From an optimization exercise on the open Yosys and OpenROAD flow, aimed at small area; shortcuts taken in it are not production practice.
In this exercise RTL edits were held to simulation tests only and were not proved equivalent to the original.
The clock input has no modelled driver; a real chip could not lean on it and would need a root buffer or a full tree.
Power is estimated from default activity; no workload was simulated.

==> module Zmija, before the edit <==
module Zmija(
input clk50, reset, up, down, left, right,
output [9:0] yCount,
output [9:0] xCount,
output VGA_hSync,
output VGA_vSync,
output VGA_R,
output VGA_G,
output VGA_B
 );
    reg        ph;           
    reg  [9:0] h, v;         
    reg  [6:0] lc;           
    reg  [1:0] tp;           
    reg        b;            
    reg  [5:0] x1;           
    reg  [4:0] y1;
    reg  [1:0] m1, m2, m3;   
    reg  [1:0] direction, controll;
    reg        game_over, e1, e2;
    reg        red_value, green_value;
    wire en   = ~ph;
    wire hend = h[9] & h[8] & (&h[4:0]);           
    wire vend = v[9] & v[3];                       
    wire hadv = ph & hend;                         
    wire lc77 = lc[6] & lc[3] & lc[2] & lc[0];      
    wire fire = lc77 & (&h[2:0]) & ~h[5] &
                (h[9] == tp[1]) & (h[4] == tp[1]) & (h[7] == ~tp[1]) &
                (h[8] == tp[0]) & (h[3] == tp[0]) & (h[6] == ~tp[0]);
    always @(posedge clk50) begin
        if (reset) begin
            ph <= 1'b0;
            h  <= 10'd0;
            v  <= 10'd0;
            lc <= 7'd0;
            tp <= 2'd0;
            b  <= 1'b0;
        end else begin
            ph <= ~ph;
            h  <= hadv ? 10'd0 : h + {9'd0, ph};
            v  <= (hadv & vend) ? 10'd0 : v + {9'd0, hadv};
            lc <= (ph & fire) ? 7'd0 : lc + {6'd0, hadv};
            tp <= tp + {1'b0, ph & fire};
            b  <= ph & fire;
        end
    end
    always @(posedge clk50) begin
        if (reset)
            controll <= 2'd0;
        else if (en) begin
            if (up) begin
                if (direction != 2'd1) controll <= 2'd3;
            end else if (left) begin
                if (direction != 2'd0) controll <= 2'd2;
            end else if (down) begin
                if (direction != 2'd3) controll <= 2'd1;
            end else if (right) begin
                if (direction != 2'd2) controll <= 2'd0;
            end
        end
    end
    wire [5:0] cs = h[9:4];        
    wire [4:0] cr = v[8:4];        
    wire       h0 = (h[3:0] == 4'd0);
    wire       hz = h0 & (h[9:4] == 6'd0);
    wire on_border = (x1 == 6'd0) | (x1[5] & x1[2] & x1[0]) | (y1 == 5'd0) | (y1[4] & y1[3] & y1[2] & y1[0]);
    wire active    = ~game_over & ~on_border;
    wire [5:0] dx = cs - x1;
    wire [4:0] dy = cr - y1;
    wire head  = (dx == 6'd0) & (dy == 5'd0);
    wire near = (dx[5:2] == {4{dx[2]}}) & (dy[4:2] == {3{dy[2]}});
    function [2:0] sx; input [2:0] x; input [1:0] d; sx = (d == 2'd0) ? x + 3'd1 : (d == 2'd2) ? x - 3'd1 : x; endfunction
    function [2:0] sy; input [2:0] y; input [1:0] d; sy = (d == 2'd1) ? y + 3'd1 : (d == 2'd3) ? y - 3'd1 : y; endfunction
    wire [2:0] qx2 = sx(dx[2:0], m1), qy2 = sy(dy[2:0], m1);
    wire [2:0] qx3 = sx(qx2, m2),     qy3 = sy(qy2, m2);
    wire [2:0] qx4 = sx(qx3, m3),     qy4 = sy(qy3, m3);
    wire snake = head | (near & (~|{qx2, qy2} | ~|{qx3, qy3} | ~|{qx4, qy4}));
    wire cs37 = cs[5] & ~cs[3] & cs[2] & ~cs[1] & cs[0];
    wire cs38 = cs[5] & ~cs[3] & cs[2] & cs[1] & ~cs[0];
    wire cs45 = cs[5] & cs[3] & cs[2] & ~cs[1] & cs[0];
    wire apple = ((cr == 5'd3)  & (e1 ? cs45 : (cs == 6'd32))) |
                 ((cr == 5'd25) & (e2 ? cs45 : (cs == 6'd5)));
    wire r2 = (cs < 6'd38) & (v[3:0] == 4'd0);
    wire rows = (cr < 5'd30);
    wire rowe = (cr == 5'd0) | (cr == 5'd29);
    wire bord  = (rows & ((cs == 6'd0) | cs37)) | ((cs < 6'd40) & rowe);
    wire bordl = (rows & ((cs == 6'd1) | cs38)) | ((cs < 6'd41) & rowe);
    wire paint = active & ~r2;
    wire green_n = ~h0 & paint & (snake | (apple & green_value));
    wire red_n   = h0 ? (hz ? ((lc == 7'd0) & ~b) : bordl)
                      : (bord | (paint & ~snake & apple));
    always @(posedge clk50) begin
        if (reset) begin
            x1 <= 6'd4;
            y1 <= 5'd1;
            m1 <= 2'd0;
            m2 <= 2'd0;
            m3 <= 2'd0;
            direction <= 2'd0;
            game_over <= 1'b0;
            e1 <= 1'b0;
            e2 <= 1'b0;
            red_value <= 1'b0;
            green_value <= 1'b0;
        end else begin
            if (en) begin
                red_value <= red_n;
                green_value <= green_n;
                if (on_border) game_over <= 1'b1;
                if (x1 == 6'd32 && y1 == 5'd3) e1 <= 1'b1;
                if (x1 == 6'd5 && y1 == 5'd25) e2 <= 1'b1;
                if (fire) direction <= controll;
            end
            if (b) begin
                case (direction)
                    2'd0: x1 <= x1 + 6'd1;
                    2'd1: y1 <= y1 + 5'd1;
                    2'd2: x1 <= x1 - 6'd1;
                    2'd3: y1 <= y1 - 5'd1;
                endcase
                m1 <= direction;
                m2 <= m1;
                m3 <= m2;
            end
        end
    end
    assign xCount = h;
    assign yCount = v;
    assign VGA_hSync = ~((h >= 10'd668) & (h <= 10'd763));
    assign VGA_vSync = ~(hz ? ((v[8:0] == 9'd494) | (v[8:0] == 9'd495)) : ((v[8:0] == 9'd493) | (v[8:0] == 9'd494)));
    assign VGA_R = red_value;
    assign VGA_G = green_value;
    assign VGA_B = 1'b0;
endmodule
clock: 20.0 ns
lec_check: 0
abc_area: 1
cap_margin: 20
core_margin: 2
core_utilization: 60
cts_buf_list: sky130_fd_sc_hd__clkbuf_4
slew_margin: 20
standard.sh (not shown) runs the stock make flow with config.mk's settings and CLKGATE_MAP_FILE= SYNTH_SCRIPT=/design/flow/synth_recipe.tcl, a recipe that flattens the netlist after the stock synthesis.
==> flow/flow/run.sh <==
#!/bin/bash
# Layout flow: the standard synthesis, then a stronger area re-optimisation of the
# combinational logic only (every flip-flop instance is kept as it is, with its name and
# cell type), then the standard ORFS layout with the port buffers made from buf_1 and a
# four-buffer clock distribution (flow/pre_cts.tcl).
set -euo pipefail
HERE=$(pwd)
F=$HERE/flow
R=$HERE/orfs/results/$FLOW_PLATFORM/Zmija/base
LIB=$FLOW_HOME/platforms/$FLOW_PLATFORM/lib/sky130_fd_sc_hd__tt_025C_1v80.lib
YOSYS=$FLOW_HOME/../tools/install/yosys/bin/yosys
[[ -x $YOSYS ]] || YOSYS=$(command -v yosys)

bash standard.sh synth > synth.log 2>&1

cp $R/1_2_yosys.v std_synth.v
DU=""
for c in $(cat $F/dont_use.txt); do DU="$DU -dont_use $c"; done
printf 'set_driving_cell sky130_fd_sc_hd__buf_1\nset_load 5\n' > abc.constr
cat > resyn.ys <<EOS
read_liberty -ignore_miss_func $LIB
read_verilog std_synth.v
hierarchy -top $FLOW_TOP
blackbox sky130_fd_sc_hd__dfxtp_1 sky130_fd_sc_hd__dfrtp_1 sky130_fd_sc_hd__dfstp_2 sky130_fd_sc_hd__conb_1
flatten
rename -hide w:*.*
opt -purge
abc -script $F/resyn.abc -liberty $LIB $DU -constr abc.constr -D 20000
opt_clean -purge
hilomap -singleton -hicell sky130_fd_sc_hd__conb_1 HI -locell sky130_fd_sc_hd__conb_1 LO
splitnets
opt_clean -purge
tee -o resyn_stat.txt stat -liberty $LIB
write_verilog -noattr -nohex -nodec resyn_raw.v
EOS
resyn_ok=1
$YOSYS -l resyn.log -s resyn.ys > /dev/null 2>&1 || resyn_ok=0
if [[ $resyn_ok == 1 ]]; then python3 $F/fixassign.py resyn_raw.v resyn.v > fixassign.log 2>&1 || resyn_ok=0; fi

# equivalence of the re-optimised netlist with the standard one (same registers)
cat > equiv.ys <<EOS
read_liberty -ignore_miss_func $LIB
read_verilog std_synth.v
rename $FLOW_TOP gold
read_verilog resyn.v
rename $FLOW_TOP gate
flatten gold gate
opt_clean
equiv_make gold gate equiv
hierarchy -top equiv
equiv_simple -seq 2
equiv_induct
equiv_status -assert
EOS
if [[ $resyn_ok == 1 ]] && $YOSYS -l equiv.log -s equiv.ys > /dev/null 2>&1; then
  cp resyn.v $R/1_2_yosys.v
  touch $R/1_2_yosys.v
  echo "resynthesis used" > resyn_result.txt
else
  echo "resynthesis not proven equivalent; standard netlist kept" > resyn_result.txt
fi
rm -f $R/1_synth.odb $R/1_synth.sdc

bash standard.sh BUFFER_PORTS_ARGS="-buffer_cell sky130_fd_sc_hd__buf_1" PRE_CTS_TCL=$F/pre_cts.tcl finish > layout.log 2>&1
Other scripts of this flow, unchanged in this note and not shown: flow/flow/clock_leaves.tcl, flow/flow/dont_use.txt, flow/flow/fixassign.py, flow/flow/pre_cts.tcl, flow/flow/resyn.abc
Next try:
--- a/flow/design.v
+++ b/flow/design.v
@@ -64,7 +64,7 @@
     wire [4:0] cr = v[8:4];        
     wire       h0 = (h[3:0] == 4'd0);
     wire       hz = h0 & (h[9:4] == 6'd0);
-    wire on_border = (x1 == 6'd0) | (x1[5] & x1[2] & x1[0]) | (y1 == 5'd0) | (y1[4] & y1[3] & y1[2] & y1[0]);
+    wire on_border = (x1 == 6'd0) | (x1 == 6'd37) | (y1 == 5'd0) | (y1 == 5'd29);
     wire active    = ~game_over & ~on_border;
     wire [5:0] dx = cs - x1;
     wire [4:0] dy = cr - y1;
@@ -76,16 +76,13 @@
     wire [2:0] qx3 = sx(qx2, m2),     qy3 = sy(qy2, m2);
     wire [2:0] qx4 = sx(qx3, m3),     qy4 = sy(qy3, m3);
     wire snake = head | (near & (~|{qx2, qy2} | ~|{qx3, qy3} | ~|{qx4, qy4}));
-    wire cs37 = cs[5] & ~cs[3] & cs[2] & ~cs[1] & cs[0];
-    wire cs38 = cs[5] & ~cs[3] & cs[2] & cs[1] & ~cs[0];
-    wire cs45 = cs[5] & cs[3] & cs[2] & ~cs[1] & cs[0];
-    wire apple = ((cr == 5'd3)  & (e1 ? cs45 : (cs == 6'd32))) |
-                 ((cr == 5'd25) & (e2 ? cs45 : (cs == 6'd5)));
+    wire apple = ((cr == 5'd3)  & (cs == (e1 ? 6'd45 : 6'd32))) |
+                 ((cr == 5'd25) & (cs == (e2 ? 6'd45 : 6'd5)));
     wire r2 = (cs < 6'd38) & (v[3:0] == 4'd0);
     wire rows = (cr < 5'd30);
     wire rowe = (cr == 5'd0) | (cr == 5'd29);
-    wire bord  = (rows & ((cs == 6'd0) | cs37)) | ((cs < 6'd40) & rowe);
-    wire bordl = (rows & ((cs == 6'd1) | cs38)) | ((cs < 6'd41) & rowe);
+    wire bord  = (rows & ((cs == 6'd0) | (cs == 6'd37))) | ((cs < 6'd40) & rowe);
+    wire bordl = (rows & ((cs == 6'd1) | (cs == 6'd38))) | ((cs < 6'd41) & rowe);
     wire paint = active & ~r2;
     wire green_n = ~h0 & paint & (snake | (apple & green_value));
     wire red_n   = h0 ? (hz ? ((lc == 7'd0) & ~b) : bordl)
=>
- The changed run went through all stages and came out clean
- wire length rises by 3.6%
- cell area rises by 0.35%
- area after synthesis rises by 0.38%
- total power barely changes
- worst setup slack loses 0.41 ns
- clock skew falls by 0.011 ns
- register-to-register slack gains 0.13 ns
- via count rises by 2.5%
- core utilization rises by 0.24 points
In every run of this note, the design's own scripts or RTL, not TritonCTS, make the clock network.

afterwards: timing with drivers on the ports:
No port has a modelled driver above. Below, the same layouts with a new extraction and two added sets of constraints.
Step 1 sets driving cells, clkbuf_16 on the clock port and buf_2 on the other inputs (assumed; they add their load-dependent delay and slew).
Step 2 adds t to the input delays and takes it off the output delays; t is the mean of the earliest and latest rising clock arrival at the registers after step 1. Input paths then give back, and output paths get back, about the clock's delay inside the block.
Three values: no drivers, after step 1, after step 2; two values: the first two.
run	t, ns	setup slack, ns	latest minus earliest clock arrival (ns)	worst register clock-pin slew, ns
the first run	0.209	14.107 / 14.044 / 14.253	0.027 / 0.027	0.10 / 0.10
the second run	0.208	13.700 / 13.638 / 13.846	0.017 / 0.017	0.10 / 0.10
After both steps setup and hold are still met in every run listed.
